What follows belongs to an exercise in optimizing a design on an open flow for small area; a production flow would make more cautious choices. Where RTL was checked, it was by simulation tests only, not by an equivalence proof against the original. No functional check of the RTL was part of run 2.

**config.mk**
```make
export PLATFORM = sky130hd
export DESIGN_NAME = AudioEffects
export DESIGN_NICKNAME = AudioEffects
export VERILOG_FILES = /design/flow/design.v
export SDC_FILE = /design/flow/constraint.sdc
export NUM_CORES = 4
export LEC_CHECK = 0
export ABC_AREA = 1
export CAP_MARGIN = 20
export CORE_MARGIN = 2
export CORE_UTILIZATION = 40
export CTS_BUF_LIST = sky130_fd_sc_hd__clkbuf_16
export CTS_CLUSTER_DIAMETER = 110
export CTS_CLUSTER_SIZE = 30
export SLEW_MARGIN = 20
```
**flow/run.sh**
```bash
#!/bin/bash
# Own layout flow: the standard flow (standard.sh) with four changes.
#  - Synthesis is synth_recipe.tcl unchanged except that its ABC call (the
#    mapping of the logic between the registers to cells, after the
#    registers are mapped) uses the area-oriented script abc_amap.script.
#  - polopt.py then removes inverters left next to the full adders, by
#    complementing full adders (self-dual) and swapping gates for their
#    complementary cells; the netlist's function and registers stay.
#  - The clock tree is built without dummy loads, from clusters of up to
#    30 sinks.
#  - The ports are buffered with buf_1 cells.
# Output: standard_synth.log and standard.log (standard.sh), polopt.log;
# each ORFS step's own log is in orfs/logs.
set -euo pipefail
here=$(pwd)
{
  echo 'proc abc {args} {'
  echo '  set i [lsearch $args -script]'
  echo "  if {\$i >= 0} { lset args [expr {\$i + 1}] $here/flow/abc_amap.script }"
  echo '  yosys abc {*}$args'
  echo '}'
  cat synth_recipe.tcl
} > flow/area_synth.tcl
grep -q 'SYNTH_SCRIPT=' standard.sh
sed "s#SYNTH_SCRIPT=[^ ]*#SYNTH_SCRIPT=$here/flow/area_synth.tcl#" standard.sh > flow/standard_area.sh
export CTS_ARGS="-sink_clustering_enable -repair_clock_nets -sink_clustering_size 30 -sink_clustering_max_diameter 110 -buf_list sky130_fd_sc_hd__clkbuf_16 -dont_use_dummy_load"
export BUFFER_PORTS_ARGS="-buffer_cell sky130_fd_sc_hd__buf_1"
res=$here/orfs/results/${FLOW_PLATFORM:-sky130hd}/AudioEffects/base
bash flow/standard_area.sh "$res/1_2_yosys.v" > standard_synth.log 2>&1
python3 flow/polopt.py "$FLOW_HOME/platforms/${FLOW_PLATFORM:-sky130hd}/lib/sky130_fd_sc_hd__tt_025C_1v80.lib" \
  "$res/1_2_yosys.v" > polopt.log 2>&1
bash flow/standard_area.sh > standard.log 2>&1
```
**constraint.sdc**
```tcl
create_clock -name core_clock -period 10.0 [get_ports {AUD_BCLK}]
set_input_delay 2.0000 -clock core_clock [delete_from_list [all_inputs] [get_ports {AUD_BCLK}]]
set_output_delay 2.0000 -clock core_clock [all_outputs]
set_load 0.01 [all_outputs]
```
**flow/abc_amap.script**
```
strash
dch
amap
topo
```
**flow/standard_area.sh**
```bash
#!/bin/bash
# The standard flow's own layout of this design, on the ORFS make targets given (by default finish). After
# finish it leaves the final layout's DEF at /design/flow/out/final.def.
set -euo pipefail
make -C /OpenROAD-flow-scripts/flow DESIGN_CONFIG=/design/flow/config.mk WORK_HOME=/design/flow/orfs CLKGATE_MAP_FILE= SYNTH_SCRIPT=/design/flow/flow/area_synth.tcl ABC_AREA=1 CAP_MARGIN=20 CORE_MARGIN=2 CORE_UTILIZATION=40 CTS_BUF_LIST=sky130_fd_sc_hd__clkbuf_16 CTS_CLUSTER_DIAMETER=110 CTS_CLUSTER_SIZE=30 SLEW_MARGIN=20 "${@:-finish}"
if [[ -f /design/flow/orfs/results/sky130hd/AudioEffects/base/6_final.odb ]]; then
  : # left out here: write the final layout as DEF
fi
```
**flow/area_synth.tcl**
```tcl
proc abc {args} {
  set i [lsearch $args -script]
  if {$i >= 0} { lset args [expr {$i + 1}] /design/flow/flow/abc_amap.script }
  yosys abc {*}$args
}
proc synth {args} { yosys synth -nofsm -noshare {*}$args }
source $::env(SCRIPTS_DIR)/synth.tcl
# left out here: clear keep_hierarchy, flatten, clean up, hide names made inside functions, write 1_2_yosys.v
```
**design.v**
```verilog
module AudioADC(
input AUD_BCLK,
input rst,
input AUD_ADCLRCK,
input AUD_ADCDAT,
output reg [15:0] dataL,
output reg [15:0] dataR
);
localparam START = 2'd0, WAIT = 2'd1, BITS = 2'd2, DONE = 2'd3;
reg [1:0] s;
reg [4:0] count;
reg [31:0] shift;
reg doneD;
always @(posedge AUD_BCLK or negedge rst)
begin
	if (rst == 0)
		begin
			s <= START;
			count <= 5'd31;
		end
	else
		case (s)
			START: s <= WAIT;
			WAIT:  if (AUD_ADCLRCK) s <= BITS;
			BITS:
				begin
					count <= count - 5'd1;  
					if (count == 5'd0) s <= DONE;
				end
			DONE:  s <= WAIT;
		endcase
end
always @(posedge AUD_BCLK)
begin
	shift <= {shift[30:0], AUD_ADCDAT};
	doneD <= (s == DONE);
	if (s == DONE)
		dataL <= shift[31:16];
	if (doneD)
		dataR <= shift[16:1];
end
endmodule
module AudioDAC(
input AUD_BCLK,
input rst,
input AUD_DACLRCK,
input [15:0] half,
input inv,
output load,
output reg loadLo,
output AUD_DACDAT
);
localparam START = 2'd0, WAIT = 2'd1, BITS = 2'd2, DONE = 2'd3;
reg [1:0] s;
reg [4:0] count;
reg [31:0] sr;
reg msb;
reg invert;
assign load = (s == WAIT) & AUD_DACLRCK;
always @(posedge AUD_BCLK or negedge rst)
begin
	if (rst == 0)
		begin
			s <= START;
			count <= 5'd31;
		end
	else
		case (s)
			START: s <= WAIT;
			WAIT:  if (AUD_DACLRCK) s <= BITS;
			BITS:
				begin
					count <= count - 5'd1;  
					if (count == 5'd0) s <= DONE;
				end
			DONE:  s <= WAIT;
		endcase
end
always @(posedge AUD_BCLK)
begin
	loadLo <= load;
	if (load)
		begin
			msb <= half[15];
			invert <= inv;
		end
	if (load)
		sr <= {half, sr[14:0], sr[31]};
	else if (loadLo)
		sr <= {sr[30:16], half, sr[31]};
	else
		sr <= {sr[30:0], sr[31]};
end
assign AUD_DACDAT = ((s == BITS) ? sr[31] : msb) ^ invert;
endmodule
module FxCore(
input [143:0] xl,
input [143:0] xr,
input [15:0] dflt,
input chR,
input lpf,
input hpf,
input comb,
input mavg,
output [15:0] y
);
wire ncomb = ~comb;
wire useO = lpf | mavg;           
wire useE = hpf | mavg;           
wire [143:0] x = chR ? xr : xl;
wire [15:0] u0 = {~x[15], x[14:0]};
wire [15:0] u1 = {~x[31], x[30:16]};
wire [15:0] u2 = {~x[47], x[46:32]};
wire [15:0] u3 = {~x[63], x[62:48]};
wire [15:0] u4 = {~x[79], x[78:64]};
wire [15:0] u5 = {~x[95], x[94:80]};
wire [15:0] u6 = {~x[111], x[110:96]};
wire [15:0] u7 = {~x[127], x[126:112]};
wire [15:0] u8 = {~x[143], x[142:128]};
wire [15:0] ud = {~dflt[15], dflt[14:0]};
wire hs1;
wire hc2;
wire fs3;
wire fc4;
wire fs5;
wire fc6;
wire fs7;
wire fc8;
wire fs9;
wire fc10;
wire fs11;
wire fc12;
wire fs13;
wire fc14;
wire fs15;
wire fc16;
wire fs17;
wire fc18;
wire fs19;
wire fc20;
wire fs21;
wire fc22;
wire fs23;
wire fc24;
wire fs25;
wire fc26;
wire fs27;
wire fc28;
wire fs29;
wire fc30;
wire fs31;
wire fc32;
wire hs33;
wire hc34;
wire fs35;
wire fc36;
wire fs37;
wire fc38;
wire fs39;
wire fc40;
wire fs41;
wire fc42;
wire fs43;
wire fc44;
wire fs45;
wire fc46;
wire fs47;
wire fc48;
wire fs49;
wire fc50;
wire fs51;
wire fc52;
wire fs53;
wire fc54;
wire fs55;
wire fc56;
wire fs57;
wire fc58;
wire fs59;
wire fc60;
wire fs61;
wire fc62;
wire fs63;
wire fc64;
wire hs65;
wire hc66;
wire fs67;
wire fc68;
wire fs69;
wire fc70;
wire fs71;
wire fc72;
wire fs73;
wire fc74;
wire fs75;
wire fc76;
wire fs77;
wire fc78;
wire fs79;
wire fc80;
wire fs81;
wire fc82;
wire fs83;
wire fc84;
wire fs85;
wire fc86;
wire fs87;
wire fc88;
wire fs89;
wire fc90;
wire fs91;
wire fc92;
wire fs93;
wire fc94;
wire fs95;
wire fc96;
wire hs97;
wire hc98;
wire fs99;
wire fc100;
wire fs101;
wire fc102;
wire fs103;
wire fc104;
wire fs105;
wire fc106;
wire fs107;
wire fc108;
wire fs109;
wire fc110;
wire fs111;
wire fc112;
wire fs113;
wire fc114;
wire fs115;
wire fc116;
wire fs117;
wire fc118;
wire fs119;
wire fc120;
wire fs121;
wire fc122;
wire fs123;
wire fc124;
wire fs125;
wire fc126;
wire fs127;
wire fc128;
wire [17:0] oa;
wire [17:0] ob;
wire [17:0] ea;
wire [17:0] eb;
wire fs129;
wire fc130;
wire fs131;
wire fc132;
wire fs133;
wire fc134;
wire fs135;
wire fc136;
wire fs137;
wire fc138;
wire fs139;
wire fc140;
wire fs141;
wire fc142;
wire fs143;
wire fc144;
wire fs145;
wire fc146;
wire fs147;
wire fc148;
wire fs149;
wire fc150;
wire fs151;
wire fc152;
wire fs153;
wire fc154;
wire fs155;
wire fc156;
wire fs157;
wire fc158;
wire fs159;
wire fc160;
wire hs161;
wire hc162;
wire fs163;
wire fc164;
wire hs165;
wire hc166;
wire fs167;
wire fc168;
wire hs169;
wire hc170;
wire hs171;
wire hc172;
wire fs173;
wire fc174;
wire fs175;
wire fc176;
wire fs177;
wire fc178;
wire fs179;
wire fc180;
wire fs181;
wire fc182;
wire fs183;
wire fc184;
wire fs185;
wire fc186;
wire fs187;
wire fc188;
wire fs189;
wire fc190;
wire fs191;
wire fc192;
wire fs193;
wire fc194;
wire fs195;
wire fc196;
wire fs197;
wire fc198;
wire fs199;
wire fc200;
wire fs201;
wire fc202;
wire fs203;
wire fc204;
wire fs205;
wire fc206;
wire hs207;
wire hc208;
wire fs209;
wire fc210;
wire fs211;
wire fc212;
wire fs213;
wire fc214;
wire fs215;
wire fc216;
wire fs217;
wire fc218;
wire fs219;
wire fc220;
wire fs221;
wire fc222;
wire fs223;
wire fc224;
wire fs225;
wire fc226;
wire fs227;
wire fc228;
wire fs229;
wire fc230;
wire fs231;
wire fc232;
wire fs233;
wire fc234;
wire fs235;
wire fc236;
wire fs237;
wire fc238;
wire fs239;
wire fc240;
wire fs241;
wire fc242;
wire fs243;
wire fc244;
wire [19:0] sa;
wire [19:0] sb;
wire [17:0] qa = {18{useO}} & oa;
wire [17:0] qb = {18{useO}} & ob;
wire [17:0] ra = {{2{useE}} & ea[17:16], ({16{useE}} & ea[15:0]) | ({16{comb}} & ~u8)};
wire [17:0] rb = {18{useE}} & eb;
wire [15:0] p = ((lpf | hpf | mavg) ? u4 : comb ? u0 : ud) ^ {16{hpf}};
assign hs1 = u1[0] ^ u3[0];
assign hc2 = u1[0] & u3[0];
assign fs3 = u1[1] ^ u3[1] ^ u5[1];
assign fc4 = (u1[1] & u3[1]) | (u5[1] & (u1[1] ^ u3[1]));
assign fs5 = u1[2] ^ u3[2] ^ u5[2];
assign fc6 = (u1[2] & u3[2]) | (u5[2] & (u1[2] ^ u3[2]));
assign fs7 = u1[3] ^ u3[3] ^ u5[3];
assign fc8 = (u1[3] & u3[3]) | (u5[3] & (u1[3] ^ u3[3]));
assign fs9 = u1[4] ^ u3[4] ^ u5[4];
assign fc10 = (u1[4] & u3[4]) | (u5[4] & (u1[4] ^ u3[4]));
assign fs11 = u1[5] ^ u3[5] ^ u5[5];
assign fc12 = (u1[5] & u3[5]) | (u5[5] & (u1[5] ^ u3[5]));
assign fs13 = u1[6] ^ u3[6] ^ u5[6];
assign fc14 = (u1[6] & u3[6]) | (u5[6] & (u1[6] ^ u3[6]));
assign fs15 = u1[7] ^ u3[7] ^ u5[7];
assign fc16 = (u1[7] & u3[7]) | (u5[7] & (u1[7] ^ u3[7]));
assign fs17 = u1[8] ^ u3[8] ^ u5[8];
assign fc18 = (u1[8] & u3[8]) | (u5[8] & (u1[8] ^ u3[8]));
assign fs19 = u1[9] ^ u3[9] ^ u5[9];
assign fc20 = (u1[9] & u3[9]) | (u5[9] & (u1[9] ^ u3[9]));
assign fs21 = u1[10] ^ u3[10] ^ u5[10];
assign fc22 = (u1[10] & u3[10]) | (u5[10] & (u1[10] ^ u3[10]));
assign fs23 = u1[11] ^ u3[11] ^ u5[11];
assign fc24 = (u1[11] & u3[11]) | (u5[11] & (u1[11] ^ u3[11]));
assign fs25 = u1[12] ^ u3[12] ^ u5[12];
assign fc26 = (u1[12] & u3[12]) | (u5[12] & (u1[12] ^ u3[12]));
assign fs27 = u1[13] ^ u3[13] ^ u5[13];
assign fc28 = (u1[13] & u3[13]) | (u5[13] & (u1[13] ^ u3[13]));
assign fs29 = u1[14] ^ u3[14] ^ u5[14];
assign fc30 = (u1[14] & u3[14]) | (u5[14] & (u1[14] ^ u3[14]));
assign fs31 = u1[15] ^ u3[15] ^ u5[15];
assign fc32 = (u1[15] & u3[15]) | (u5[15] & (u1[15] ^ u3[15]));
assign hs33 = hs1 ^ u5[0];
assign hc34 = hs1 & u5[0];
assign fs35 = fs3 ^ u7[1] ^ hc2;
assign fc36 = (fs3 & u7[1]) | (hc2 & (fs3 ^ u7[1]));
assign fs37 = fs5 ^ u7[2] ^ fc4;
assign fc38 = (fs5 & u7[2]) | (fc4 & (fs5 ^ u7[2]));
assign fs39 = fs7 ^ u7[3] ^ fc6;
assign fc40 = (fs7 & u7[3]) | (fc6 & (fs7 ^ u7[3]));
assign fs41 = fs9 ^ u7[4] ^ fc8;
assign fc42 = (fs9 & u7[4]) | (fc8 & (fs9 ^ u7[4]));
assign fs43 = fs11 ^ u7[5] ^ fc10;
assign fc44 = (fs11 & u7[5]) | (fc10 & (fs11 ^ u7[5]));
assign fs45 = fs13 ^ u7[6] ^ fc12;
assign fc46 = (fs13 & u7[6]) | (fc12 & (fs13 ^ u7[6]));
assign fs47 = fs15 ^ u7[7] ^ fc14;
assign fc48 = (fs15 & u7[7]) | (fc14 & (fs15 ^ u7[7]));
assign fs49 = fs17 ^ u7[8] ^ fc16;
assign fc50 = (fs17 & u7[8]) | (fc16 & (fs17 ^ u7[8]));
assign fs51 = fs19 ^ u7[9] ^ fc18;
assign fc52 = (fs19 & u7[9]) | (fc18 & (fs19 ^ u7[9]));
assign fs53 = fs21 ^ u7[10] ^ fc20;
assign fc54 = (fs21 & u7[10]) | (fc20 & (fs21 ^ u7[10]));
assign fs55 = fs23 ^ u7[11] ^ fc22;
assign fc56 = (fs23 & u7[11]) | (fc22 & (fs23 ^ u7[11]));
assign fs57 = fs25 ^ u7[12] ^ fc24;
assign fc58 = (fs25 & u7[12]) | (fc24 & (fs25 ^ u7[12]));
assign fs59 = fs27 ^ u7[13] ^ fc26;
assign fc60 = (fs27 & u7[13]) | (fc26 & (fs27 ^ u7[13]));
assign fs61 = fs29 ^ u7[14] ^ fc28;
assign fc62 = (fs29 & u7[14]) | (fc28 & (fs29 ^ u7[14]));
assign fs63 = fs31 ^ u7[15] ^ fc30;
assign fc64 = (fs31 & u7[15]) | (fc30 & (fs31 ^ u7[15]));
assign hs65 = u0[0] ^ u2[0];
assign hc66 = u0[0] & u2[0];
assign fs67 = u0[1] ^ u2[1] ^ u6[1];
assign fc68 = (u0[1] & u2[1]) | (u6[1] & (u0[1] ^ u2[1]));
assign fs69 = u0[2] ^ u2[2] ^ u6[2];
assign fc70 = (u0[2] & u2[2]) | (u6[2] & (u0[2] ^ u2[2]));
assign fs71 = u0[3] ^ u2[3] ^ u6[3];
assign fc72 = (u0[3] & u2[3]) | (u6[3] & (u0[3] ^ u2[3]));
assign fs73 = u0[4] ^ u2[4] ^ u6[4];
assign fc74 = (u0[4] & u2[4]) | (u6[4] & (u0[4] ^ u2[4]));
assign fs75 = u0[5] ^ u2[5] ^ u6[5];
assign fc76 = (u0[5] & u2[5]) | (u6[5] & (u0[5] ^ u2[5]));
assign fs77 = u0[6] ^ u2[6] ^ u6[6];
assign fc78 = (u0[6] & u2[6]) | (u6[6] & (u0[6] ^ u2[6]));
assign fs79 = u0[7] ^ u2[7] ^ u6[7];
assign fc80 = (u0[7] & u2[7]) | (u6[7] & (u0[7] ^ u2[7]));
assign fs81 = u0[8] ^ u2[8] ^ u6[8];
assign fc82 = (u0[8] & u2[8]) | (u6[8] & (u0[8] ^ u2[8]));
assign fs83 = u0[9] ^ u2[9] ^ u6[9];
assign fc84 = (u0[9] & u2[9]) | (u6[9] & (u0[9] ^ u2[9]));
assign fs85 = u0[10] ^ u2[10] ^ u6[10];
assign fc86 = (u0[10] & u2[10]) | (u6[10] & (u0[10] ^ u2[10]));
assign fs87 = u0[11] ^ u2[11] ^ u6[11];
assign fc88 = (u0[11] & u2[11]) | (u6[11] & (u0[11] ^ u2[11]));
assign fs89 = u0[12] ^ u2[12] ^ u6[12];
assign fc90 = (u0[12] & u2[12]) | (u6[12] & (u0[12] ^ u2[12]));
assign fs91 = u0[13] ^ u2[13] ^ u6[13];
assign fc92 = (u0[13] & u2[13]) | (u6[13] & (u0[13] ^ u2[13]));
assign fs93 = u0[14] ^ u2[14] ^ u6[14];
assign fc94 = (u0[14] & u2[14]) | (u6[14] & (u0[14] ^ u2[14]));
assign fs95 = u0[15] ^ u2[15] ^ u6[15];
assign fc96 = (u0[15] & u2[15]) | (u6[15] & (u0[15] ^ u2[15]));
assign hs97 = hs65 ^ u6[0];
assign hc98 = hs65 & u6[0];
assign fs99 = fs67 ^ u8[1] ^ hc66;
assign fc100 = (fs67 & u8[1]) | (hc66 & (fs67 ^ u8[1]));
assign fs101 = fs69 ^ u8[2] ^ fc68;
assign fc102 = (fs69 & u8[2]) | (fc68 & (fs69 ^ u8[2]));
assign fs103 = fs71 ^ u8[3] ^ fc70;
assign fc104 = (fs71 & u8[3]) | (fc70 & (fs71 ^ u8[3]));
assign fs105 = fs73 ^ u8[4] ^ fc72;
assign fc106 = (fs73 & u8[4]) | (fc72 & (fs73 ^ u8[4]));
assign fs107 = fs75 ^ u8[5] ^ fc74;
assign fc108 = (fs75 & u8[5]) | (fc74 & (fs75 ^ u8[5]));
assign fs109 = fs77 ^ u8[6] ^ fc76;
assign fc110 = (fs77 & u8[6]) | (fc76 & (fs77 ^ u8[6]));
assign fs111 = fs79 ^ u8[7] ^ fc78;
assign fc112 = (fs79 & u8[7]) | (fc78 & (fs79 ^ u8[7]));
assign fs113 = fs81 ^ u8[8] ^ fc80;
assign fc114 = (fs81 & u8[8]) | (fc80 & (fs81 ^ u8[8]));
assign fs115 = fs83 ^ u8[9] ^ fc82;
assign fc116 = (fs83 & u8[9]) | (fc82 & (fs83 ^ u8[9]));
assign fs117 = fs85 ^ u8[10] ^ fc84;
assign fc118 = (fs85 & u8[10]) | (fc84 & (fs85 ^ u8[10]));
assign fs119 = fs87 ^ u8[11] ^ fc86;
assign fc120 = (fs87 & u8[11]) | (fc86 & (fs87 ^ u8[11]));
assign fs121 = fs89 ^ u8[12] ^ fc88;
assign fc122 = (fs89 & u8[12]) | (fc88 & (fs89 ^ u8[12]));
assign fs123 = fs91 ^ u8[13] ^ fc90;
assign fc124 = (fs91 & u8[13]) | (fc90 & (fs91 ^ u8[13]));
assign fs125 = fs93 ^ u8[14] ^ fc92;
assign fc126 = (fs93 & u8[14]) | (fc92 & (fs93 ^ u8[14]));
assign fs127 = fs95 ^ u8[15] ^ fc94;
assign fc128 = (fs95 & u8[15]) | (fc94 & (fs95 ^ u8[15]));
assign oa = {1'b0, fc32, fs63, fs61, fs59, fs57, fs55, fs53, fs51, fs49, fs47, fs45, fs43, fs41, fs39, fs37, fs35, hs33};
assign ob = {1'b0, fc64, fc62, fc60, fc58, fc56, fc54, fc52, fc50, fc48, fc46, fc44, fc42, fc40, fc38, fc36, hc34, u7[0]};
assign ea = {1'b0, fc96, fs127, fs125, fs123, fs121, fs119, fs117, fs115, fs113, fs111, fs109, fs107, fs105, fs103, fs101, fs99, hs97};
assign eb = {1'b0, fc128, fc126, fc124, fc122, fc120, fc118, fc116, fc114, fc112, fc110, fc108, fc106, fc104, fc102, fc100, hc98, u8[0]};
assign fs129 = p[0] ^ qa[0] ^ qb[0];
assign fc130 = (p[0] & qa[0]) | (qb[0] & (p[0] ^ qa[0]));
assign fs131 = p[1] ^ qa[1] ^ qb[1];
assign fc132 = (p[1] & qa[1]) | (qb[1] & (p[1] ^ qa[1]));
assign fs133 = p[2] ^ qa[2] ^ qb[2];
assign fc134 = (p[2] & qa[2]) | (qb[2] & (p[2] ^ qa[2]));
assign fs135 = p[3] ^ qa[3] ^ qb[3];
assign fc136 = (p[3] & qa[3]) | (qb[3] & (p[3] ^ qa[3]));
assign fs137 = p[4] ^ qa[4] ^ qb[4];
assign fc138 = (p[4] & qa[4]) | (qb[4] & (p[4] ^ qa[4]));
assign fs139 = p[5] ^ qa[5] ^ qb[5];
assign fc140 = (p[5] & qa[5]) | (qb[5] & (p[5] ^ qa[5]));
assign fs141 = p[6] ^ qa[6] ^ qb[6];
assign fc142 = (p[6] & qa[6]) | (qb[6] & (p[6] ^ qa[6]));
assign fs143 = p[7] ^ qa[7] ^ qb[7];
assign fc144 = (p[7] & qa[7]) | (qb[7] & (p[7] ^ qa[7]));
assign fs145 = p[8] ^ qa[8] ^ qb[8];
assign fc146 = (p[8] & qa[8]) | (qb[8] & (p[8] ^ qa[8]));
assign fs147 = p[9] ^ qa[9] ^ qb[9];
assign fc148 = (p[9] & qa[9]) | (qb[9] & (p[9] ^ qa[9]));
assign fs149 = p[10] ^ qa[10] ^ qb[10];
assign fc150 = (p[10] & qa[10]) | (qb[10] & (p[10] ^ qa[10]));
assign fs151 = p[11] ^ qa[11] ^ qb[11];
assign fc152 = (p[11] & qa[11]) | (qb[11] & (p[11] ^ qa[11]));
assign fs153 = p[12] ^ qa[12] ^ qb[12];
assign fc154 = (p[12] & qa[12]) | (qb[12] & (p[12] ^ qa[12]));
assign fs155 = p[13] ^ qa[13] ^ qb[13];
assign fc156 = (p[13] & qa[13]) | (qb[13] & (p[13] ^ qa[13]));
assign fs157 = p[14] ^ qa[14] ^ qb[14];
assign fc158 = (p[14] & qa[14]) | (qb[14] & (p[14] ^ qa[14]));
assign fs159 = p[15] ^ qa[15] ^ qb[15];
assign fc160 = (p[15] & qa[15]) | (qb[15] & (p[15] ^ qa[15]));
assign hs161 = ra[15] ^ rb[15];
assign hc162 = ra[15] & rb[15];
assign fs163 = qa[16] ^ qb[16] ^ ra[16];
assign fc164 = (qa[16] & qb[16]) | (ra[16] & (qa[16] ^ qb[16]));
assign hs165 = rb[16] ^ 1'b1;
assign hc166 = rb[16] & 1'b1;
assign fs167 = qa[17] ^ qb[17] ^ ra[17];
assign fc168 = (qa[17] & qb[17]) | (ra[17] & (qa[17] ^ qb[17]));
assign hs169 = rb[17] ^ 1'b1;
assign hc170 = rb[17] & 1'b1;
assign hs171 = fs129 ^ ra[0];
assign hc172 = fs129 & ra[0];
assign fs173 = fs131 ^ ra[1] ^ rb[1];
assign fc174 = (fs131 & ra[1]) | (rb[1] & (fs131 ^ ra[1]));
assign fs175 = fs133 ^ ra[2] ^ rb[2];
assign fc176 = (fs133 & ra[2]) | (rb[2] & (fs133 ^ ra[2]));
assign fs177 = fs135 ^ ra[3] ^ rb[3];
assign fc178 = (fs135 & ra[3]) | (rb[3] & (fs135 ^ ra[3]));
assign fs179 = fs137 ^ ra[4] ^ rb[4];
assign fc180 = (fs137 & ra[4]) | (rb[4] & (fs137 ^ ra[4]));
assign fs181 = fs139 ^ ra[5] ^ rb[5];
assign fc182 = (fs139 & ra[5]) | (rb[5] & (fs139 ^ ra[5]));
assign fs183 = fs141 ^ ra[6] ^ rb[6];
assign fc184 = (fs141 & ra[6]) | (rb[6] & (fs141 ^ ra[6]));
assign fs185 = fs143 ^ ra[7] ^ rb[7];
assign fc186 = (fs143 & ra[7]) | (rb[7] & (fs143 ^ ra[7]));
assign fs187 = fs145 ^ ra[8] ^ rb[8];
assign fc188 = (fs145 & ra[8]) | (rb[8] & (fs145 ^ ra[8]));
assign fs189 = fs147 ^ ra[9] ^ rb[9];
assign fc190 = (fs147 & ra[9]) | (rb[9] & (fs147 ^ ra[9]));
assign fs191 = fs149 ^ ra[10] ^ rb[10];
assign fc192 = (fs149 & ra[10]) | (rb[10] & (fs149 ^ ra[10]));
assign fs193 = fs151 ^ ra[11] ^ rb[11];
assign fc194 = (fs151 & ra[11]) | (rb[11] & (fs151 ^ ra[11]));
assign fs195 = fs153 ^ ra[12] ^ rb[12];
assign fc196 = (fs153 & ra[12]) | (rb[12] & (fs153 ^ ra[12]));
assign fs197 = fs155 ^ ra[13] ^ rb[13];
assign fc198 = (fs155 & ra[13]) | (rb[13] & (fs155 ^ ra[13]));
assign fs199 = fs157 ^ ra[14] ^ rb[14];
assign fc200 = (fs157 & ra[14]) | (rb[14] & (fs157 ^ ra[14]));
assign fs201 = fs159 ^ hs161 ^ ncomb;
assign fc202 = (fs159 & hs161) | (ncomb & (fs159 ^ hs161));
assign fs203 = fs163 ^ hs165 ^ fc160;
assign fc204 = (fs163 & hs165) | (fc160 & (fs163 ^ hs165));
assign fs205 = fs167 ^ hs169 ^ fc164;
assign fc206 = (fs167 & hs169) | (fc164 & (fs167 ^ hs169));
assign hs207 = hs171 ^ rb[0];
assign hc208 = hs171 & rb[0];
assign fs209 = fs173 ^ fc130 ^ hc172;
assign fc210 = (fs173 & fc130) | (hc172 & (fs173 ^ fc130));
assign fs211 = fs175 ^ fc132 ^ fc174;
assign fc212 = (fs175 & fc132) | (fc174 & (fs175 ^ fc132));
assign fs213 = fs177 ^ fc134 ^ fc176;
assign fc214 = (fs177 & fc134) | (fc176 & (fs177 ^ fc134));
assign fs215 = fs179 ^ fc136 ^ fc178;
assign fc216 = (fs179 & fc136) | (fc178 & (fs179 ^ fc136));
assign fs217 = fs181 ^ fc138 ^ fc180;
assign fc218 = (fs181 & fc138) | (fc180 & (fs181 ^ fc138));
assign fs219 = fs183 ^ fc140 ^ fc182;
assign fc220 = (fs183 & fc140) | (fc182 & (fs183 ^ fc140));
assign fs221 = fs185 ^ fc142 ^ fc184;
assign fc222 = (fs185 & fc142) | (fc184 & (fs185 ^ fc142));
assign fs223 = fs187 ^ fc144 ^ fc186;
assign fc224 = (fs187 & fc144) | (fc186 & (fs187 ^ fc144));
assign fs225 = fs189 ^ fc146 ^ fc188;
assign fc226 = (fs189 & fc146) | (fc188 & (fs189 ^ fc146));
assign fs227 = fs191 ^ fc148 ^ fc190;
assign fc228 = (fs191 & fc148) | (fc190 & (fs191 ^ fc148));
assign fs229 = fs193 ^ fc150 ^ fc192;
assign fc230 = (fs193 & fc150) | (fc192 & (fs193 ^ fc150));
assign fs231 = fs195 ^ fc152 ^ fc194;
assign fc232 = (fs195 & fc152) | (fc194 & (fs195 ^ fc152));
assign fs233 = fs197 ^ fc154 ^ fc196;
assign fc234 = (fs197 & fc154) | (fc196 & (fs197 ^ fc154));
assign fs235 = fs199 ^ fc156 ^ fc198;
assign fc236 = (fs199 & fc156) | (fc198 & (fs199 ^ fc156));
assign fs237 = fs201 ^ fc158 ^ fc200;
assign fc238 = (fs201 & fc158) | (fc200 & (fs201 ^ fc158));
assign fs239 = fs203 ^ hc162 ^ fc202;
assign fc240 = (fs203 & hc162) | (fc202 & (fs203 ^ hc162));
assign fs241 = fs205 ^ hc166 ^ fc204;
assign fc242 = (fs205 & hc166) | (fc204 & (fs205 ^ hc166));
assign fs243 = fc168 ^ hc170 ^ fc206;
assign fc244 = (fc168 & hc170) | (fc206 & (fc168 ^ hc170));
assign sa = {1'b1, fs243, fs241, fs239, fs237, fs235, fs233, fs231, fs229, fs227, fs225, fs223, fs221, fs219, fs217, fs215, fs213, fs211, fs209, hs207};
assign sb = {fc244, fc242, fc240, fc238, fc236, fc234, fc232, fc230, fc228, fc226, fc224, fc222, fc220, fc218, fc216, fc214, fc212, fc210, hc208, comb};
wire [20:0] cc;    
wire [19:0] s0;    
wire [19:0] s;
assign cc[0] = 1'b0;
assign cc[7] = 1'b0;
assign cc[13] = 1'b0;
genvar gi;
generate for (gi = 0; gi < 20; gi = gi + 1) begin : rca
	assign s0[gi] = sa[gi] ^ sb[gi] ^ cc[gi];
	if (gi != 6 && gi != 12)
		assign cc[gi+1] = (sa[gi] & sb[gi]) | (cc[gi] & (sa[gi] ^ sb[gi]));
end endgenerate
assign s[6:0] = s0[6:0];
wire cin7 = (sa[6] & sb[6]) | (cc[6] & (sa[6] ^ sb[6]));
wire [13:7] ones7;   
assign ones7[7] = 1'b1;
generate for (gi = 7; gi < 13; gi = gi + 1) begin : inc7
	assign ones7[gi+1] = ones7[gi] & s0[gi];
	assign s[gi] = s0[gi] ^ (cin7 & ones7[gi]);
end endgenerate
wire cout13 = (sa[12] & sb[12]) | (cc[12] & (sa[12] ^ sb[12]));
wire cin13 = cout13 | (cin7 & ones7[13]);
wire [20:13] ones13;   
assign ones13[13] = 1'b1;
generate for (gi = 13; gi < 20; gi = gi + 1) begin : inc13
	assign ones13[gi+1] = ones13[gi] & s0[gi];
	assign s[gi] = s0[gi] ^ (cin13 & ones13[gi]);
end endgenerate
wire negfrac = s[19] & (s[2:0] != 3'd0);
wire [16:0] aones;   
wire [15:0] avg;
assign aones[0] = 1'b1;
genvar ai;
generate for (ai = 0; ai < 16; ai = ai + 1) begin : div
	assign aones[ai+1] = aones[ai] & s[ai+3];
	assign avg[ai] = s[ai+3] ^ (negfrac & aones[ai]);
end endgenerate
assign y = mavg ? avg : s[15:0];
endmodule
module AudioEffects(
input AUD_BCLK,
input rst,
input sw1,
input sw2,
input sw3,
input sw4,
input sw5,
input AUD_ADCDAT,
input AUD_ADCLRCK,
input AUD_DACLRCK,
output AUD_DACDAT
);
wire [15:0] adcL, adcR;
wire dacLoad;
wire phase;         
wire dacBit;
AudioADC myADC(
.AUD_BCLK(AUD_BCLK),
.rst(rst),
.AUD_ADCLRCK(AUD_ADCLRCK),
.AUD_ADCDAT(AUD_ADCDAT),
.dataL(adcL),
.dataR(adcR)
);
reg [143:0] lineL;
reg [143:0] lineR;
reg shiftR;
always @(posedge AUD_BCLK)
begin
	shiftR <= AUD_DACLRCK;
	if (AUD_DACLRCK == 1)
		lineL <= {lineL[127:0], adcL};
	if (shiftR == 1)
		lineR <= {lineR[127:0], adcR};
end
reg [3:0] selD;
always @(posedge AUD_BCLK)
	selD <= {sw5, sw4, sw3, sw2};
wire [3:0] sel = phase ? selD : {sw5, sw4, sw3, sw2};
wire [15:0] dflt = phase ? adcR : adcL;
wire lpf  = (sel == 4'b1000);
wire hpf  = (sel == 4'b0100);
wire comb = (sel == 4'b0010);
wire mavg = (sel == 4'b0001);
wire [15:0] half;
FxCore core(.xl(lineL), .xr(lineR), .dflt(dflt), .chR(phase),
	.lpf(lpf), .hpf(hpf), .comb(comb), .mavg(mavg),
	.y(half));
AudioDAC myDAC(
.AUD_BCLK(AUD_BCLK),
.rst(rst),
.AUD_DACLRCK(AUD_DACLRCK),
.half(half),
.inv(hpf),
.load(dacLoad),
.loadLo(phase),
.AUD_DACDAT(dacBit)
);
assign AUD_DACDAT = sw1 & dacBit;
endmodule
```
**flow/polopt.py**
```python
#!/usr/bin/env python3
"""Inverter clean-up on a mapped sky130hd netlist written by yosys.

Synthesis leaves inverters next to the full adders it extracted (a full
adder is a black box to the later logic mapping).  This chooses, for every
full adder and for every gate that has a complementary cell with the same
pins (a22o/a22oi, o22a/o22ai, and2/nand2, ...), whether to complement it:
  - a full adder is self-dual, FA(~a,~b,~c) = (~sum,~cout), so it is
    complemented by complementing its inputs and its outputs;
  - a gate is complemented by swapping it for its complementary cell,
    which complements its output.
Every signal then needs at most one inverter, shared by the loads that
want it complemented.  A local search minimises the cell area; the netlist
is rewritten in place.  The function is unchanged, and registers, half
adders, buffers and all other cells keep their type and connections.
usage: polopt.py LIBERTY NETLIST
"""
import random
import re
import sys
from collections import defaultdict
from itertools import product

libpath, path = sys.argv[1], sys.argv[2]
lib = open(libpath).read()
P = "sky130_fd_sc_hd__"

# --- liberty: area, pins and output function of each cell -------------------
cells = {}
for m in re.finditer(r'\n\s*cell\s*\(\s*"?(\w+)"?\s*\)\s*\{', lib):
    name = m.group(1)
    start = m.end()
    depth, i = 1, start
    while depth:
        c = lib[i]
        depth += (c == "{") - (c == "}")
        i += 1
    body = lib[start:i]
    am = re.search(r"\barea\s*:\s*([\d.]+)", body)
    pins = {}
    for pm in re.finditer(r'\bpin\s*\(\s*"?(\w+)"?\s*\)\s*\{', body):
        j, d = pm.end(), 1
        while d:
            d += (body[j] == "{") - (body[j] == "}")
            j += 1
        pb = body[pm.end():j]
        dm = re.search(r"\bdirection\s*:\s*\"?(\w+)", pb)
        fm = re.search(r'\bfunction\s*:\s*"([^"]*)"', pb)
        pins[pm.group(1)] = (dm.group(1) if dm else "", fm.group(1) if fm else None)
    cells[name] = {"area": float(am.group(1)) if am else 0.0, "pins": pins,
                   "ff": "ff" in body[:2000] and re.search(r"\bff\s*\(", body) is not None}


def truth(cell):
    pins = cells[cell]["pins"]
    ins = sorted(p for p, (d, f) in pins.items() if d == "input")
    outs = [(p, f) for p, (d, f) in pins.items() if d == "output" and f]
    if len(outs) != 1:
        return None
    op, f = outs[0]
    expr = f.replace("!", " not ").replace("&", " and ").replace("|", " or ").replace("^", " != ")
    expr = re.sub(r"(\w+)'", r"(not \1)", expr)
    tt = []
    for vals in product([False, True], repeat=len(ins)):
        env = dict(zip(ins, vals))
        try:
            tt.append(bool(eval(expr, {}, env)))
        except Exception:
            return None
    return (tuple(ins), op, tuple(tt))


tts = {}
for c in cells:
    if c.startswith(P) and not cells[c]["ff"]:
        t = truth(c)
        if t:
            tts[c] = t
# complementary partner: same input pins, complemented function, same size
partner = {}
for a, ta in tts.items():
    sa = a.rsplit("_", 1)[1]
    for b, tb in tts.items():
        if b == a or b.rsplit("_", 1)[1] != sa or ta[0] != tb[0]:
            continue
        if all(x != y for x, y in zip(ta[2], tb[2])) and len(ta[0]) >= 2:
            partner[a] = (b, ta[1], tb[1])
dont = re.compile(r"(probe|lpflow|clk|dly|buf|inv|conb|tap|fill|decap|diode|ha_|fa_)")
partner = {a: v for a, v in partner.items() if not dont.search(a) and not dont.search(v[0])}

# --- netlist -------------------------------------------------------------------
text = open(path).read()
inst_re = re.compile(r"^([ \t]*)(" + P + r"\w+)\s+(\S+)\s*\((.*?)\);[ \t]*$", re.M | re.S)
pin_re = re.compile(r"\.(\w+)\(([^()]*)\)")
insts = {}
for mm in inst_re.finditer(text):
    pins = {p: n.strip() for p, n in pin_re.findall(mm.group(4))}
    insts[mm.group(3)] = {"type": mm.group(2), "pins": pins, "span": mm.span()}

frozen = set()
tokre = r"\\\S+|[A-Za-z_][\w$]*"
for a in re.finditer(r"^\s*assign\s+(.*?);", text, re.M | re.S):
    frozen.update(re.findall(tokre, a.group(1)))
for d in re.finditer(r"^\s*(input|output|inout)\b(.*?);", text, re.M | re.S):
    frozen.update(re.findall(tokre, d.group(2)))


def is_frozen(n):
    b = n if n.startswith("\\") else n.split("[")[0]
    return n in frozen or b in frozen or n.startswith("1'b") or n == ""


def outpins(t):
    return {p for p, (d, f) in cells[t]["pins"].items() if d == "output"}


def is_inv(t):
    return re.search(r"__(inv|clkinv)_\d+$", t) is not None


def is_fa(t):
    return re.search(r"__fa_\d+$", t) is not None


driver = {}
loads = defaultdict(list)
for name, c in insts.items():
    op = outpins(c["type"])
    for p, n in c["pins"].items():
        if p in op:
            driver[n] = (name, p)
        else:
            loads[n].append((name, p))

# variables: full adders (kind 'fa') and gates with a partner (kind 'g')
kind = {}
for name, c in insts.items():
    if is_fa(c["type"]):
        kind[name] = "fa"
    elif c["type"] in partner:
        kind[name] = "g"

# signals: a net not driven by an inverter, with its consumers (inst, pin, q):
# q = 1 when the consumer takes it through an inverter.
signals = {}
fixed = set()
for n, (dn, dp) in driver.items():
    if is_inv(insts[dn]["type"]):
        continue
    cons, invs, bad = [], [], is_frozen(n)
    for (li, lp) in loads[n]:
        if is_inv(insts[li]["type"]):
            y = insts[li]["pins"]["Y"]
            invs.append(li)
            if is_frozen(y):
                bad = True
            for (ki, kp) in loads[y]:
                if is_inv(insts[ki]["type"]):
                    bad = True
                cons.append((ki, kp, 1))
        else:
            cons.append((li, lp, 0))
    signals[n] = {"drv": dn, "cons": cons, "invs": invs, "bad": bad}
    if bad:
        fixed.add(dn)
        for (ci, cp, q) in cons:
            fixed.add(ci)
# a variable must see all its pins in known signals
pin_in_sig = set()
for n, s in signals.items():
    for (ci, cp, q) in s["cons"]:
        pin_in_sig.add((ci, cp))
for name in list(kind):
    c = insts[name]
    op = outpins(c["type"])
    ok = name not in fixed
    for p, n in c["pins"].items():
        if p in op:
            ok = ok and n in signals
        elif kind[name] == "fa":
            ok = ok and (name, p) in pin_in_sig
    if not ok:
        del kind[name]
var = list(kind)
pol = {v: 0 for v in var}
touch = defaultdict(set)
for n, s in signals.items():
    if s["drv"] in kind:
        touch[s["drv"]].add(n)
    for (ci, cp, q) in s["cons"]:
        if kind.get(ci) == "fa":
            touch[ci].add(n)
INV = cells[P + "inv_1"]["area"]


def need(s, ci, q):
    # does consumer ci need the complement of what its driver puts out?
    return pol.get(s["drv"], 0) ^ q ^ (pol.get(ci, 0) if kind.get(ci) == "fa" else 0)


def scost(n):
    s = signals[n]
    return INV if any(need(s, ci, q) for (ci, cp, q) in s["cons"]) else 0.0


def vcost(v):
    if kind[v] == "g" and pol[v]:
        return cells[partner[insts[v]["type"]][0]]["area"] - cells[insts[v]["type"]]["area"]
    return 0.0


def delta(v):
    before = sum(scost(n) for n in touch[v]) + vcost(v)
    pol[v] ^= 1
    after = sum(scost(n) for n in touch[v]) + vcost(v)
    pol[v] ^= 1
    return after - before


def total():
    return sum(scost(n) for n in signals if not signals[n]["bad"]) + sum(vcost(v) for v in var)


start = total()
rng = random.Random(7)
best, bestc, cur = dict(pol), start, start
for it in range(300):
    improved = True
    while improved:
        improved = False
        for v in var:
            d = delta(v)
            if d < -1e-9 or (abs(d) < 1e-9 and rng.random() < 0.2):
                pol[v] ^= 1
                cur += d
                improved = improved or d < -1e-9
    if cur < bestc - 1e-9:
        bestc, best = cur, dict(pol)
    pol, cur = dict(best), bestc
    for v in rng.sample(var, max(1, len(var) // 8)):
        cur += delta(v)
        pol[v] ^= 1
pol = best
assert abs(total() - bestc) < 1e-6

# --- rewrite ------------------------------------------------------------------
dead, new_insts, cnt = set(), [], [0]


def fresh(prefix):
    cnt[0] += 1
    return "_polopt_%s%d_" % (prefix, cnt[0])


for v in var:
    if kind[v] == "g" and pol[v]:
        c = insts[v]
        nb, oa, ob = partner[c["type"]]
        c["type"] = nb
        c["pins"][ob] = c["pins"].pop(oa)
for n, s in signals.items():
    if s["bad"]:
        continue
    involved = s["drv"] in kind or any(ci in kind for (ci, cp, q) in s["cons"])
    if not involved:
        continue
    needers = [(ci, cp) for (ci, cp, q) in s["cons"] if need(s, ci, q)]
    invs = list(s["invs"])
    if needers:
        if invs:
            keep = invs.pop(0)
            y = insts[keep]["pins"]["Y"]
        else:
            y = fresh("n")
            new_insts.append((fresh("i"), n, y))
        for (ci, cp) in needers:
            insts[ci]["pins"][cp] = y
    dead.update(invs)
    for (ci, cp, q) in s["cons"]:
        if not need(s, ci, q):
            insts[ci]["pins"][cp] = n


def fmt(v):
    return v + " " if v.startswith("\\") else v


out, pos = [], 0
for s0, e0, name in sorted((c["span"][0], c["span"][1], nm) for nm, c in insts.items()):
    out.append(text[pos:s0])
    c = insts[name]
    if name not in dead:
        ind = re.match(r"[ \t]*", text[s0:e0]).group(0)
        conns = ",\n".join("%s    .%s(%s)" % (ind, p, fmt(v)) for p, v in c["pins"].items())
        out.append("%s%s %s (\n%s\n%s);" % (ind, c["type"], name, conns, ind))
    pos = e0
tail = text[pos:]
extra = "".join("  wire %s;\n" % y for (nm, a, y) in new_insts)
extra += "".join("  %sinv_1 %s (\n    .A(%s),\n    .Y(%s)\n  );\n" % (P, nm, fmt(a), fmt(y)) for (nm, a, y) in new_insts)
k = tail.rindex("endmodule")
open(path, "w").write("".join(out) + tail[:k] + extra + tail[k:])
nfl = sum(pol[v] for v in var if kind[v] == "fa")
ngl = sum(pol[v] for v in var if kind[v] == "g")
print("polopt: %d full adders and %d gates complemented (of %d and %d); %d inverters removed, %d added; "
      "area %.1f -> %.1f of the cost counted" % (nfl, ngl, sum(1 for v in var if kind[v] == "fa"),
      sum(1 for v in var if kind[v] == "g"), len(dead), len(new_insts), start, bestc))
```
**standard.sh**
```bash
#!/bin/bash
# synth_recipe.tcl (not shown) runs the flow's synth.tcl, then flattens the netlist and writes it again
# the make line also repeats each setting of config.mk as NAME=value (left out here)
make -C /OpenROAD-flow-scripts/flow DESIGN_CONFIG=/design/flow/config.mk WORK_HOME=/design/flow/orfs CLKGATE_MAP_FILE= SYNTH_SCRIPT=/design/flow/synth_recipe.tcl "${@:-finish}"
```
==> qor.yml, run 1 <==
setup_path:
  crit_path_top_delay_cell: "fa_2"
  cpLargestDelayFamily: "adder cells"
  critPathKind: "in2reg"
  worst-path-max-fanout: 30
  required_ps: 10410
  path_buf_inv: 6
  cp_slowest_stage_delay_ps: 500
  critPathArrivalTime_ps: 9750
  cp-end-kind: "flop"
  start_kind: "input port"
  path_common_cell: "o22ai_1"
detailed_routing:
  drt_first_iter_violations: 826
  vias: 9350
  drt-total-wl_um: 33800
  dr.pass1.iters: 5
  post_drt_via_cell_ratio: 5.40
  ant_nets: 0
  wl_per_cell_um: 19.5
  drcViolationCount: 0
clocking:
  cts_resized: 0
  post_cts_buffers: 0
  path_clk_slew_ps: 110
  htree_levels: 1
  cts_buffers: 17
  cts.sinks: 407
  cts_root_buf: "clkbuf_16"
  cts_tree: "built"
  cts_max_path_buffers: 3
  ctsHoldBuffers: 0
  clock_latency_ps: 530
sta:
  finalCritPeriodShare_pct: 93.4
  final.min_clock_period_ps: 9340
  hold_viol_final: 0
  final.setup_skew_ps: 39.8
  slew_headroom_pct: 36.4
  finalSetupTns_ps: 0
  setup_viol: 0
  grt_setup_unrepaired: "false"
  fmax_mhz: 107
  slew_violations: 0
  worst_pin_slew_ps: 954
cells_and_area:
  layout_common_cells: "322 x edfxtp_1, 142 x o22ai_1, 115 x fa_1"
  num_antenna_cells: 0
  fin_util_pct: 43.9
  final_common_cell: "edfxtp_1"
  fin_nets: 1306
  final_cell_area_um2: 18900
  layout-drive-gt1-share_pct: 6.89
  area_delta_synth_final_pct: 8.75
grt:
  grt_pass1_wl_um: 54900
  antenna_found_initial: 0
  grt_pass1_vias: 9714
  grt-ovfl-total: 0
  grt_max_degree: 167
  grt_usage_pct: 15.6
synth:
  syn_inst: 1100
  netlist_area_um2: 17400
  yosysWarnings: 3
  syn_area_per_cell_um2: 15.8
  synth_nets: 1258
floorplanning:
  ioPinCount: 11
  die_h_um: 212
  coreArea_um2: 43000
  dieArea_um2: 45100
  start_util_pct: 40.4
  placementRows: 76
  die_x_um: 212
placement:
  dpl.hpwl_um: 22000
  gp_congestion: 0.773
  io_buffers: 10
  placed_area_um2: 18500
job:
  drv_cap: 0
run_status:
  outcome: "complete, no violations"
worst_hold_path:
  worstHoldPathType: "reg2reg"
==> per-stage QoR <==
step	hold slack (ps)	setup WS, ps	std cells
after global placement	313	222	1714
after CTS	341	666	1731
after global routing	346	158	1731
final	338	658	1731
after detailed placement	314	111	1714
after floorplan	310	6.11	1100
==> sequential cells by signal, summed over array words and instances, names as in the netlist <==
register and count:
lineL 144, lineR 144, myADC.shift 32, myDAC.sr 32
myADC.dataL 16, myADC.dataR 16, myADC.count 5, myDAC.count 5
selD 4, myADC.s 2, myDAC.s 2, myADC.doneD 1
myDAC.invert 1, myDAC.loadLo 1, myDAC.msb 1, shiftR 1
==> layer usage <==
metal | part of all wire (%) | global-route usage, % | vias to the layer above
li1 | - | - | 4304
met1 | 47 | 23.3 | 4859
met4 | 1.4 | 2.48 | 0
met2 | 47 | 24.6 | 161
met3 | 4.4 | 2.41 | 26
met5 | 0 | 0 | -
==> layout make-up <==
cell class,count,area (um2)
multi-input cells,619,5740
fillers,3862,24100
inverters,74,322
well taps,585,732
clock buffers,17,425
repair buffers,29,209
flip-flops and latches,407,11500
==> worst register-to-register path: cells and delay by family (launching register included) <==
kind | cells | cell delay, ps
and+or+nand+nor | 11 | 1670
buffers and inverters | 4 | 740
AOI/OAI and AO/OA | 7 | 1250
adders and majority gates | 11 | 4590
DFF | 1 | 670
==> path summary, 6_finish.rpt <==
check / endpoint / start / cells after the start / slack, ps
min in group asynchronous: myDAC.s[0] / rst / 1 / 1510
setup / recovery: myDAC.sr[16] / sw3 / 36 / 660
max in group asynchronous: myDAC.s[1] / rst / 1 / 8020
hold reg to reg: myADC.shift[1] / myADC.shift[0] / 0 / 340
hold / removal: myADC.shift[1] / myADC.shift[0] / 0 / 340
setup reg to reg: myDAC.sr[16] / myDAC.loadLo / 33 / 960
==> inputs of run 2 (changes only) <==
--- a/design.v
+++ b/design.v
@@ -96,7 +96,6 @@
 module FxCore(
 input [143:0] xl,
 input [143:0] xr,
-input [15:0] dflt,
 input chR,
 input lpf,
 input hpf,
@@ -117,7 +116,6 @@
 wire [15:0] u6 = {~x[111], x[110:96]};
 wire [15:0] u7 = {~x[127], x[126:112]};
 wire [15:0] u8 = {~x[143], x[142:128]};
-wire [15:0] ud = {~dflt[15], dflt[14:0]};
 wire hs1;
 wire hc2;
 wire fs3;
@@ -372,7 +370,7 @@
 wire [17:0] qb = {18{useO}} & ob;
 wire [17:0] ra = {{2{useE}} & ea[17:16], ({16{useE}} & ea[15:0]) | ({16{comb}} & ~u8)};
 wire [17:0] rb = {18{useE}} & eb;
-wire [15:0] p = ((lpf | hpf | mavg) ? u4 : comb ? u0 : ud) ^ {16{hpf}};
+wire [15:0] p = (comb ? u0 : u4) ^ {16{hpf}};
 assign hs1 = u1[0] ^ u3[0];
 assign hc2 = u1[0] & u3[0];
 assign fs3 = u1[1] ^ u3[1] ^ u5[1];
@@ -703,14 +701,13 @@
 	selD <= {sw5, sw4, sw3, sw2};
 wire [3:0] sel = phase ? selD : {sw5, sw4, sw3, sw2};
 wire [15:0] dflt = phase ? adcR : adcL;
-wire lpf  = (sel == 4'b1000);
-wire hpf  = (sel == 4'b0100);
-wire comb = (sel == 4'b0010);
-wire mavg = (sel == 4'b0001);
-wire [15:0] half;
-FxCore core(.xl(lineL), .xr(lineR), .dflt(dflt), .chR(phase),
-	.lpf(lpf), .hpf(hpf), .comb(comb), .mavg(mavg),
-	.y(half));
+wire isFx = (sel == 4'b1000) | (sel == 4'b0100) | (sel == 4'b0010) | (sel == 4'b0001);
+wire hpf = (sel == 4'b0100);
+wire [15:0] fx;
+FxCore core(.xl(lineL), .xr(lineR), .chR(phase),
+	.lpf(sel[3]), .hpf(sel[2]), .comb(sel[1]), .mavg(sel[0]),
+	.y(fx));
+wire [15:0] half = isFx ? fx : dflt;
 AudioDAC myDAC(
 .AUD_BCLK(AUD_BCLK),
 .rst(rst),
==> qor.yml, run 2 <==
cells_and_area:
  fin_nets: 1338  # +2.5%
  area_delta_synth_final_pct: 9.37
  layout-drive-gt1-share_pct: 7.39  # +0.50 points
  top_regs: "lineL (144), lineR (144)"
  num_antenna_cells: 0  # unchanged
  layout_common_cells: "322 x edfxtp_1, 141 x o22ai_1, 126 x fa_1"
  final_common_cell: "edfxtp_1"
  fin_util_pct: 44.2  # +0.30 points
worst_hold_path:
  worstHoldPathType: "reg2reg"
  hold_path_depth: 0  # unchanged
  min_to: "myADC.shift[21]"
  hp-start: "myADC.shift[20]"
job:
  drv_cap: 0  # unchanged
floorplanning:
  die_x_um: 212  # about the same
  dieArea_um2: 45100  # +0.11%
  ioPinCount: 11  # unchanged
  die_h_um: 212  # about the same
  start_util_pct: 40.4  # +0.047 points
  coreArea_um2: 43000  # unchanged
  placementRows: 76  # unchanged
placement:
  dpl.hpwl_um: 23500  # +7.2%
  gp_congestion: 0.810  # +4.8%
  io_buffers: 10  # unchanged
clocking:
  htree_levels: 1  # unchanged
  path_clk_slew_ps: 110  # about the same
  cts.sinks: 407  # unchanged
  cts_max_path_buffers: 3  # unchanged
  cts_tree: "built"
  clock_latency_ps: 530  # about the same
  cts_root_buf: "clkbuf_16"
  cts_buffers: 17  # unchanged
detailed_routing:
  dr.pass1.iters: 5  # unchanged
  drt-total-wl_um: 34500  # +2.0%
  wl_per_cell_um: 19.6  # +0.24%
  drcViolationCount: 0  # unchanged
  post_drt_via_cell_ratio: 5.32  # -1.6%
  vias: 9366  # +0.17%
  ant_nets: 0  # unchanged
  drt_first_iter_violations: 924  # +12%
synth:
  yosysWarnings: 3  # unchanged
  netlist_area_um2: 17400  # +0.12%
  synth_nets: 1273  # +1.2%
  syn_inst: 1114  # +1.3%
  syn_area_per_cell_um2: 15.6  # -1.1%
sta:
  hold_ws_ps: 329  # -9.58 ps
  setup_viol: 0  # unchanged
  slew_violations: 0  # unchanged
  worst_pin_slew_ps: 1060  # +110 ps
  finalCritPeriodShare_pct: 94.1  # +0.68 points
  slew_headroom_pct: 29.0  # -7.3 points
  final.setup_skew_ps: 44.5  # +4.72 ps
  final.min_clock_period_ps: 9410  # +68.5 ps
  hold_viol_final: 0  # unchanged
  fmax_mhz: 106  # -0.73%
setup_path:
  r2r_end: "myDAC.sr[23]"
  critPathKind: "in2reg"
  cp_slowest_stage_delay_ps: 560  # +60 ps
  required_ps: 10430  # +20 ps
  crit_path_top_delay_cell: "fa_1"
  reg2reg_depth: 39  # +18%
  start_kind: "input port"
  cp-end-kind: "flop"
  worst-path-max-fanout: 4  # -87%
  regToRegStartpoint: "myDAC.loadLo"
  critPathArrivalTime_ps: 9840  # +90 ps
  path_common_cell: "fa_1"
  ff2ff_setup_slack_ps: 610  # -350 ps
grt:
  grt_pass1_vias: 9519  # -2.0%
  grt_pass1_wl_um: 55200  # +0.60%
  grt_usage_pct: 15.8  # +0.27 points
  grt-ovfl-total: 0  # unchanged
  grt_max_degree: 98  # -41%
  antenna_found_initial: 0  # unchanged
run_status:
  outcome: "complete, no violations"
[run 2: critical path, delay by kind of cell]
kind,cells,cell delay [ps]
and+or+nand+nor,17,2000
adders and majority gates,9,3940
AOI/OAI and AO/OA,8,1260
buffers and inverters,6,630
[run 2: how the worst max path moves through the flow]
stage / cells after the start / endpoint / start
after floorplan: 40 / myDAC.sr[9] / myDAC.loadLo
after global placement: 36 / myDAC.sr[16] / sw3
after detailed placement: 35 / myDAC.sr[16] / sw3
final: 40 / myDAC.sr[23] / sw3
after global routing: 39 / myDAC.sr[9] / sw3
after CTS: 35 / myDAC.sr[16] / sw3
[run 2: final cells by class]
type                       instances  area, um2
sequential                       407      11500
fill                            3894      24000
clock buffer                      17        425
inverter                          75        315
timing repair buffer              46        324
multi-input combinational        632       5760
tap                              585        732
[run 2: through the flow]
step / worst slack, ps / TNS [ps] / instance area [um2] / std cells
after floorplan: 5.24 / 0 / 17500 / 1114
after CTS: 410 / 0 / 19000 / 1759
after detailed placement: -189 / -1310 / 18500 / 1742
after global routing: -17.4 / -17.4 / 19000 / 1762
after global placement: 70.8 / 0 / 18500 / 1742
final: 589 / 0 / 19000 / 1762
[run 2: timing repair]
| item | 4_1_cts | 5_1_grt |
|---|---|---|
| endpoints found under the setup margin | 0 | 14 |
| resized for setup | 0 | 7 |
| buffers inserted | 0 | 3 |
| hold buffers | 0 | 0 |
[run 2: layer usage]
| metal | GRT usage [%] | wire, um |
|---|---|---|
| met5 | 0 | 0 |
| met4 | 3.16 | 533 |
| met3 | 1.99 | 1730 |
| met2 | 23.9 | 15600 |
| met1 | 24.7 | 16600 |
==> inputs of run 3 (changes only) <==
--- a/design.v
+++ b/design.v
@@ -96,6 +96,7 @@
 module FxCore(
 input [143:0] xl,
 input [143:0] xr,
+input [15:0] dflt,
 input chR,
 input lpf,
 input hpf,
@@ -116,6 +117,7 @@
 wire [15:0] u6 = {~x[111], x[110:96]};
 wire [15:0] u7 = {~x[127], x[126:112]};
 wire [15:0] u8 = {~x[143], x[142:128]};
+wire [15:0] ud = {~dflt[15], dflt[14:0]};
 wire hs1;
 wire hc2;
 wire fs3;
@@ -370,7 +372,7 @@
 wire [17:0] qb = {18{useO}} & ob;
 wire [17:0] ra = {{2{useE}} & ea[17:16], ({16{useE}} & ea[15:0]) | ({16{comb}} & ~u8)};
 wire [17:0] rb = {18{useE}} & eb;
-wire [15:0] p = (comb ? u0 : u4) ^ {16{hpf}};
+wire [15:0] p = ((lpf | hpf | mavg) ? u4 : comb ? u0 : ud) ^ {16{hpf}};
 assign hs1 = u1[0] ^ u3[0];
 assign hc2 = u1[0] & u3[0];
 assign fs3 = u1[1] ^ u3[1] ^ u5[1];
@@ -701,13 +703,14 @@
 	selD <= {sw5, sw4, sw3, sw2};
 wire [3:0] sel = phase ? selD : {sw5, sw4, sw3, sw2};
 wire [15:0] dflt = phase ? adcR : adcL;
-wire isFx = (sel == 4'b1000) | (sel == 4'b0100) | (sel == 4'b0010) | (sel == 4'b0001);
-wire hpf = (sel == 4'b0100);
-wire [15:0] fx;
-FxCore core(.xl(lineL), .xr(lineR), .chR(phase),
-	.lpf(sel[3]), .hpf(sel[2]), .comb(sel[1]), .mavg(sel[0]),
-	.y(fx));
-wire [15:0] half = isFx ? fx : dflt;
+wire lpf  = (sel == 4'b1000);
+wire hpf  = (sel == 4'b0100);
+wire comb = (sel == 4'b0010);
+wire mavg = (sel == 4'b0001);
+wire [15:0] half;
+FxCore core(.xl(lineL), .xr(lineR), .dflt(dflt), .chR(phase),
+	.lpf(lpf), .hpf(hpf), .comb(comb), .mavg(mavg),
+	.y(half));
 AudioDAC myDAC(
 .AUD_BCLK(AUD_BCLK),
 .rst(rst),
removed: flow/area_synth.tcl
removed: flow/standard_area.sh
==> qor.yml, run 3 <==
grt:
  antenna_found_initial: 0  # unchanged
  grt-ovfl-total: 0  # unchanged
  grt_max_degree: 167  # +70%
  grt_pass1_wl_um: 54900  # -0.60%
  grt_pass1_vias: 9714  # +2.0%
  grt_usage_pct: 15.6  # -0.27 points
floorplanning:
  placementRows: 76  # unchanged
  die_x_um: 212  # about the same
  dieArea_um2: 45100  # -0.11%
  die_h_um: 212  # about the same
  ioPinCount: 11  # unchanged
  start_util_pct: 40.4  # -0.047 points
  coreArea_um2: 43000  # unchanged
detailed_routing:
  wl_per_cell_um: 19.5  # -0.24%
  vias: 9350  # -0.17%
  drcViolationCount: 0  # unchanged
  post_drt_via_cell_ratio: 5.40  # +1.6%
  drt-total-wl_um: 33800  # -2.0%
  dr.pass1.iters: 5  # unchanged
  wl_met2_um: 15800  # +1.2%
  drt-met1-wl_um: 16000  # -3.5%
  ant_nets: 0  # unchanged
  drt_first_iter_violations: 826  # -11%
  highest_layer: "met4"
  wl_met3_um: 1490  # -14%
cells_and_area:
  final_common_cell: "edfxtp_1"
  area_delta_synth_final_pct: 8.75
  layout_common_cells: "322 x edfxtp_1, 142 x o22ai_1, 115 x fa_1"
  seq_area_um2: 11500  # unchanged
  layout-drive-gt1-share_pct: 6.89  # -0.50 points
  fin_cells: 1731  # -1.8%
  fin_nets: 1306  # -2.4%
  multi_input_area_um2: 5740  # -0.35%
  num_antenna_cells: 0  # unchanged
  nFillCells: 3862  # -0.82%
  top_regs: "lineL (144), lineR (144)"
clocking:
  post_cts_buffers: 0  # unchanged
  clock_latency_ps: 530  # about the same
  ctsHoldBuffers: 0  # unchanged
  cts_buffers: 17  # unchanged
  cts.sinks: 407  # unchanged
  cts_tree: "built"
  cts_resized: 0  # unchanged
  cts_root_buf: "clkbuf_16"
  htree_levels: 1  # unchanged
  path_clk_slew_ps: 110  # about the same
  cts_max_path_buffers: 3  # unchanged
sta:
  finalSetupTns_ps: 0  # unchanged
  fin_ws_ps: 658  # +68.5 ps
  finalCritPeriodShare_pct: 93.4  # -0.68 points
  grt_setup_unrepaired: "false"
  slew_violations: 0  # unchanged
  hold_viol_final: 0  # unchanged
  setup_viol: 0  # unchanged
  fmax_mhz: 107  # +0.73%
  worst_pin_slew_ps: 954  # -110 ps
  final.setup_skew_ps: 39.8  # -4.72 ps
  final.min_clock_period_ps: 9340  # -68.5 ps
  slew_headroom_pct: 36.4  # +7.3 points
placement:
  dp.cells: 1714  # -1.6%
  dp_slack_ps: 111  # +299 ps
  dpl.hpwl_um: 22000  # -6.7%
  gp_congestion: 0.773  # -4.6%
  io_buffers: 10  # unchanged
setup_path:
  cpLargestDelayFamily: "adder cells"
  path_common_cell: "o22ai_1"
  path_buf_inv: 6  # unchanged
  critPathArrivalTime_ps: 9750  # -90 ps
  critPathKind: "in2reg"
  start_kind: "input port"
  worst-path-max-fanout: 30  # +26
  cp_slowest_stage_delay_ps: 500  # -60 ps
  cp-end-kind: "flop"
  required_ps: 10410  # -20 ps
  crit_path_top_delay_cell: "fa_2"
synth:
  netlist_area_um2: 17400  # -0.12%
  synth_nets: 1258  # -1.2%
  syn_area_per_cell_um2: 15.8  # +1.2%
  syn_inst: 1100  # -1.3%
  yosysWarnings: 3  # unchanged
run_status:
  outcome: "complete, no violations"
worst_hold_path:
  worstHoldPathType: "reg2reg"
job:
  drv_cap: 0  # unchanged
-- run 3: per-layer routing --
| layer | global-route usage, % | vias up |
|---|---|---|
| met5 | 0 | - |
| li1 | - | 4304 |
| met2 | 24.6 | 161 |
| met1 | 23.3 | 4859 |
| met4 | 2.48 | 0 |
| met3 | 2.41 | 26 |
-- run 3: area by class of cell --
cell class                      instances  area share [%]
Timing Repair Buffer                   29            1.11
Tap cell                              585            3.88
Clock buffer                           17            2.25
Multi-Input combinational cell        619            30.4
Inverter                               74            1.70
Sequential cell                       407            60.7
-- run 3: final timing paths --
kind / cells after the start / slack, ps / endpoint / start
max in group asynchronous: 1 / 8020 / myDAC.s[1] / rst
max reg2reg: 33 / 960 / myDAC.sr[16] / myDAC.loadLo
min reg2reg: 0 / 340 / myADC.shift[1] / myADC.shift[0]
min: 0 / 340 / myADC.shift[1] / myADC.shift[0]
max: 36 / 660 / myDAC.sr[16] / sw3
min in group asynchronous: 1 / 1510 / myDAC.s[0] / rst
-- run 3: metrics by stage --
step	hold WS (ps)	instance area, um2	utilization [%]
after floorplan	310	17500	-
after global placement	313	18500	42.9
after detailed placement	314	18500	42.9
after CTS	341	18900	43.9
after global routing	346	18900	43.9
final	338	18900	43.9

[separate check: timing with driven ports]
The results above use ideal ports. As a check the final layouts listed here were re-extracted and re-timed, cells and wires unchanged.
Step 1 assumes that a clkbuf_16 drives the clock port and a buf_2 every other input.
Step 2 also shifts input and output timing later by t, the mid clock arrival at the registers, as if the neighbouring blocks saw the same clock.
Slacks: no drivers / after step 1 / after step 2; pairs: no drivers / after step 1.
run	shift t [ns]	setup WS [ns]	slew at the worst register clock pin (ns)
run 1	0.569	0.658 / 0.691 / 0.122	0.12 / 0.12
run 2	0.568	0.589 / 0.612 / 0.045	0.12 / 0.12
run 3	0.569	0.658 / 0.691 / 0.122	0.12 / 0.12
After both steps setup and hold are still met in every run listed. For run 2, which loses most, drivers alone change the setup slack by +0.023 ns; drivers and shift together by -0.544 ns.
